Source: an optimization exercise on an open RTL-to-GDS flow (aim: small area). Production flows keep margins and buffers that such runs may drop. Function was checked by simulation only, so behaviour that the tests miss may differ from the original. No driver is modelled on the clock port, so clock power and skew are understated where the tree is cut down; a real chip needs a root buffer or a tree.

==> v11: inputs <==
## fir_filter
module fir_filter #(
    parameter  INPUT_SIGNAL = 8,
    parameter  CO_EFF_WIDTH = 8,
    parameter  OUTPUT_SIGNAL = 16,
    parameter  TAPS          = 7
) (
    input clk_i,
    input rst_n_i,
    input en_i,
    input signed [INPUT_SIGNAL-1:0] noisy_sig_i,
    output reg signed [OUTPUT_SIGNAL-1:0] filtered_res_o
);
export LEC_CHECK = 0
export ABC_AREA = 0
export CAP_MARGIN = 20
export CORE_MARGIN = 2
export CORE_UTILIZATION = 70
export SLEW_MARGIN = 20
export SYNTH_HIERARCHICAL = 1
export SYNTH_MINIMUM_KEEP_SIZE = 0
create_clock -name core_clock -period 7.0 [get_ports {clk_i}]
standard.sh (not shown) runs the stock make flow with config.mk's settings and CLKGATE_MAP_FILE= SYNTH_SCRIPT=/design/flow/synth_recipe.tcl, a recipe that flattens the netlist after the stock synthesis.
==> flow/flow/run.sh <==
#!/bin/bash
# The standard layout (the standard.sh, all ORFS steps), with two changes:
# the port buffers are the smallest buffer cell, and the clock tree uses
# larger sink clusters without dummy loads.
set -euo pipefail
export BUFFER_PORTS_ARGS="-buffer_cell sky130_fd_sc_hd__buf_1"
export CTS_ARGS="-sink_clustering_enable -repair_clock_nets -sink_clustering_size 16 -buf_list {sky130_fd_sc_hd__clkbuf_2 sky130_fd_sc_hd__clkbuf_4} -dont_use_dummy_load"
bash standard.sh > standard.log 2>&1
==> v3: changes against v11 <==
==> flow/flow/run.sh (replaced) <==
#!/bin/bash
# The standard layout (the standard.sh, all ORFS steps), with two changes:
# the port buffers are the smallest buffer cell, and the clock tree uses
# larger sink clusters without dummy loads.
set -euo pipefail
export BUFFER_PORTS_ARGS="-buffer_cell sky130_fd_sc_hd__buf_1"
export CTS_ARGS="-sink_clustering_enable -repair_clock_nets -sink_clustering_size 32 -sink_clustering_max_diameter 100 -buf_list sky130_fd_sc_hd__clkbuf_4 -dont_use_dummy_load"
bash standard.sh > standard.log 2>&1
==> impl_metrics.csv <==
group,metric,value,unit
critical_path,path_max_fanout,4,
layout,layout-drive-gt1-share,11.4,%
route,wl_per_cell,14.9,um
logic_synthesis,synth_top_area_cell,"fa_1",
layout,instances_no_fill,431,
logic_synthesis,synth.most_common_cell,"fa_1",
layout,nClkBuffers,9,
status,status,"timing/DRC/antenna clean",
(the above is from v11)
==> impl_metrics.csv <==
group,metric,value,unit
logic_synthesis,synth.most_common_cell,"fa_1",
logic_synthesis,synth_top_area_cell,"fa_1",
layout,instances_no_fill,431,
critical_path,crit_buf_inv,1,
layout,seq_area_share,37.8,%
critical_path,endpoint,"filtered_res_o[14]$_DFF_PN0_",
route,wl_per_cell,14.9,um
layout,nClkBuffers,9,
layout,layout-drive-gt1-share,11.4,%
layout,final_cell_mix,"fa_1 (77), nand2_1 (54), o21ai_1 (51)",
status,status,"timing/DRC/antenna clean",
timing,period_needed,6280,ps
(the above is from v3)


==> v36 <==
Another version of the RTL of fir_filter (not shown whole).
clock: 7.0 ns
lec_check: 0
abc_area: 0
cap_margin: 20
core_margin: 2
core_utilization: 70
slew_margin: 20
synth_hierarchical: 1
synth_minimum_keep_size: 0
==> flow/flow/run.sh <==
#!/bin/bash
# The standard layout (the standard.sh, all ORFS steps), with these changes:
# - the port buffers are the smallest buffer cell;
# - the clock tree: CTS builds its tree of clkbuf_4 without dummy loads, then
#   flow/regroup.tcl (run by ORFS after CTS) merges its eight leaf clusters
#   into four, each driven by one clkbuf_8 straight from the clock port
#   (the same buffer depth for every register).
set -euo pipefail
export BUFFER_PORTS_ARGS="-buffer_cell sky130_fd_sc_hd__buf_1"
export CTS_ARGS="-sink_clustering_enable -repair_clock_nets -buf_list sky130_fd_sc_hd__clkbuf_4 -dont_use_dummy_load"
export POST_CTS_TCL="$PWD/flow/regroup.tcl"
export CLKPORT=clk_i NLEAF=4 LEAFBUF=sky130_fd_sc_hd__clkbuf_8
bash standard.sh > standard.log 2>&1
==> flow/flow/regroup.tcl <==
# Post-CTS hook (ORFS POST_CTS_TCL).
# Rebuild the clock tree made by CTS: the clock port drives NLEAF leaf buffers
# directly (no root buffer); each leaf drives the sinks of two or more of the
# original leaves, merged by distance.
proc inst_xy {inst} { set b [$inst getBBox]; return [list [expr {([$b xMin]+[$b xMax])/2}] [expr {([$b yMin]+[$b yMax])/2}]] }
proc out_net {inst} { foreach it [$inst getITerms] { if {[[$it getMTerm] getIoType] == "OUTPUT"} { return [$it getNet] } }; return "NULL" }
proc in_iterm {inst} { foreach it [$inst getITerms] { if {[[$it getMTerm] getIoType] == "INPUT" && ![$it isClocked]} { set n [[$it getMTerm] getName]; if {$n == "A"} { return $it } } }; return "NULL" }
set block [ord::get_db_block]
set db [ord::get_db]
set clk_net [[$block findBTerm $::env(CLKPORT)] getNet]
set root ""
foreach it [$clk_net getITerms] { set root [$it getInst] }
set rnet [out_net $root]
set leaves {}
foreach it [$rnet getITerms] { if {[$it getInst] != $root} { lappend leaves [$it getInst] } }
# groups: start with one group per leaf, merge the closest pair until NLEAF remain
set groups {}
foreach l $leaves { lappend groups [list $l] }
proc gxy {g} { set sx 0; set sy 0; foreach l $g { lassign [inst_xy $l] x y; set sx [expr {$sx+$x}]; set sy [expr {$sy+$y}] }; return [list [expr {$sx/[llength $g]}] [expr {$sy/[llength $g]}]] }
while {[llength $groups] > $::env(NLEAF)} {
  set best -1; set bi 0; set bj 0
  for {set i 0} {$i < [llength $groups]} {incr i} {
    for {set j [expr {$i+1}]} {$j < [llength $groups]} {incr j} {
      lassign [gxy [lindex $groups $i]] x1 y1; lassign [gxy [lindex $groups $j]] x2 y2
      set d [expr {abs($x1-$x2)+abs($y1-$y2) + 0.0}]
      # prefer balanced groups
      set d [expr {$d * ([llength [lindex $groups $i]] + [llength [lindex $groups $j]])}]
      if {$best < 0 || $d < $best} { set best $d; set bi $i; set bj $j }
    }
  }
  set ng [concat [lindex $groups $bi] [lindex $groups $bj]]
  set groups [lreplace $groups $bj $bj]
  set groups [lreplace $groups $bi $bi $ng]
}
set master [$db findMaster $::env(LEAFBUF)]
foreach g $groups {
  set keep [lindex $g 0]
  set knet [out_net $keep]
  foreach other [lrange $g 1 end] {
    set onet [out_net $other]
    foreach it [$onet getITerms] { if {[$it getInst] != $other} { $it disconnect; $it connect $knet } }
    odb::dbInst_destroy $other
    odb::dbNet_destroy $onet
  }
  $keep swapMaster $master
  set ki [in_iterm $keep]
  $ki disconnect
  $ki connect $clk_net
  # move to the centroid of its sinks
  set sx 0; set sy 0; set n 0
  foreach it [$knet getITerms] { if {[$it getInst] != $keep} { lassign [inst_xy [$it getInst]] x y; set sx [expr {$sx+$x}]; set sy [expr {$sy+$y}]; incr n } }
  $keep setLocation [expr {int($sx/$n)}] [expr {int($sy/$n)}]
  puts "regroup: leaf [$keep getName] sinks $n"
}
odb::dbInst_destroy $root
odb::dbNet_destroy $rnet
detailed_placement
check_placement -verbose
==> inputs of v33, as changes to v36 <==
==> flow/flow/run.sh (replaced) <==
#!/bin/bash
# The standard layout (the standard.sh, all ORFS steps), with two changes:
# the port buffers are the smallest buffer cell, and the clock tree is built
# from small clock buffers without dummy loads.
set -euo pipefail
export BUFFER_PORTS_ARGS="-buffer_cell sky130_fd_sc_hd__buf_1"
export CTS_ARGS="-sink_clustering_enable -repair_clock_nets -buf_list sky130_fd_sc_hd__clkbuf_4 -dont_use_dummy_load"
bash standard.sh > standard.log 2>&1
removed: flow/flow/regroup.tcl
==> comparison table <==
| quantity | v33 | v36 |
|---|---|---|
| Post-layout utilization of the core | 0.776 | 0.774 |
| Post-detailed-routing wire length | 6760 um | 6620 um |
| Worst slew margin relative to its limit | 0.439 | 0.444 |
| Clock tree skew after final layout | 25.4 ps | 23.6 ps |
| # clk buffers | 9 | 4 |
| Fraction of area in multi-input gates | 0.536 | 0.538 |
| Fraction of met2 tracks used by global routing | 0.393 | 0.396 |
| Routed wire length on met2 | 3230 um | 3230 um |
| Final Net Count | 428 | 423 |
| Final worst hold slack | 479 ps | 481 ps |
| Status | finished clean | finished clean |
| Final-layout fill cell count | 355 | 358 |
| Clock Latency Late Sink | 410 ps | 160 ps |
| Met1 track utilization from global routing | 0.389 | 0.391 |
| Final period demand of the worst path | 6660 ps | 6660 ps |
| Detailed-route wire length on metal 1 | 3060 um | 3050 um |
| Vias in the first global route | 2444 | 2395 |
| Worst endpoint required time | 7270 ps | 7020 ps |
| Via count | 2217 | 2150 |

-- separate check: timing with driven ports --
In the flow no input, the clock included, has a driving cell. The finished layouts below were timed again as built, in two steps.
Step 1: set_driving_cell puts a clkbuf_16 on clk_i and a buf_2 on each other input, an assumption about the parent block.
Step 2 adds t to the input delays and takes it off the output delays; t is the mean of the earliest and latest rising clock arrival at the registers after step 1. Input paths then give back, and output paths get back, about the clock's delay inside the block.
Three values: no drivers, after step 1, after step 2; two values: the first two.
run	shift t [ns]	setup WS [ns]	hold slack, ns	worst setup path at the end	slew at the worst register clock pin (ns)
v11	0.416	0.719 / 0.719 / 0.671	0.479 / 0.479 / 0.479	input to register	0.12 / 0.12
v3	0.416	0.719 / 0.719 / 0.671	0.479 / 0.479 / 0.479	input to register	0.12 / 0.12
v36	0.211	0.344 / 0.344 / 0.344	0.481 / 0.481 / 0.481	register to register	0.10 / 0.10
v33	0.429	0.342 / 0.342 / 0.342	0.479 / 0.479 / 0.479	register to register	0.10 / 0.10
After both steps setup and hold are still met in every run listed.
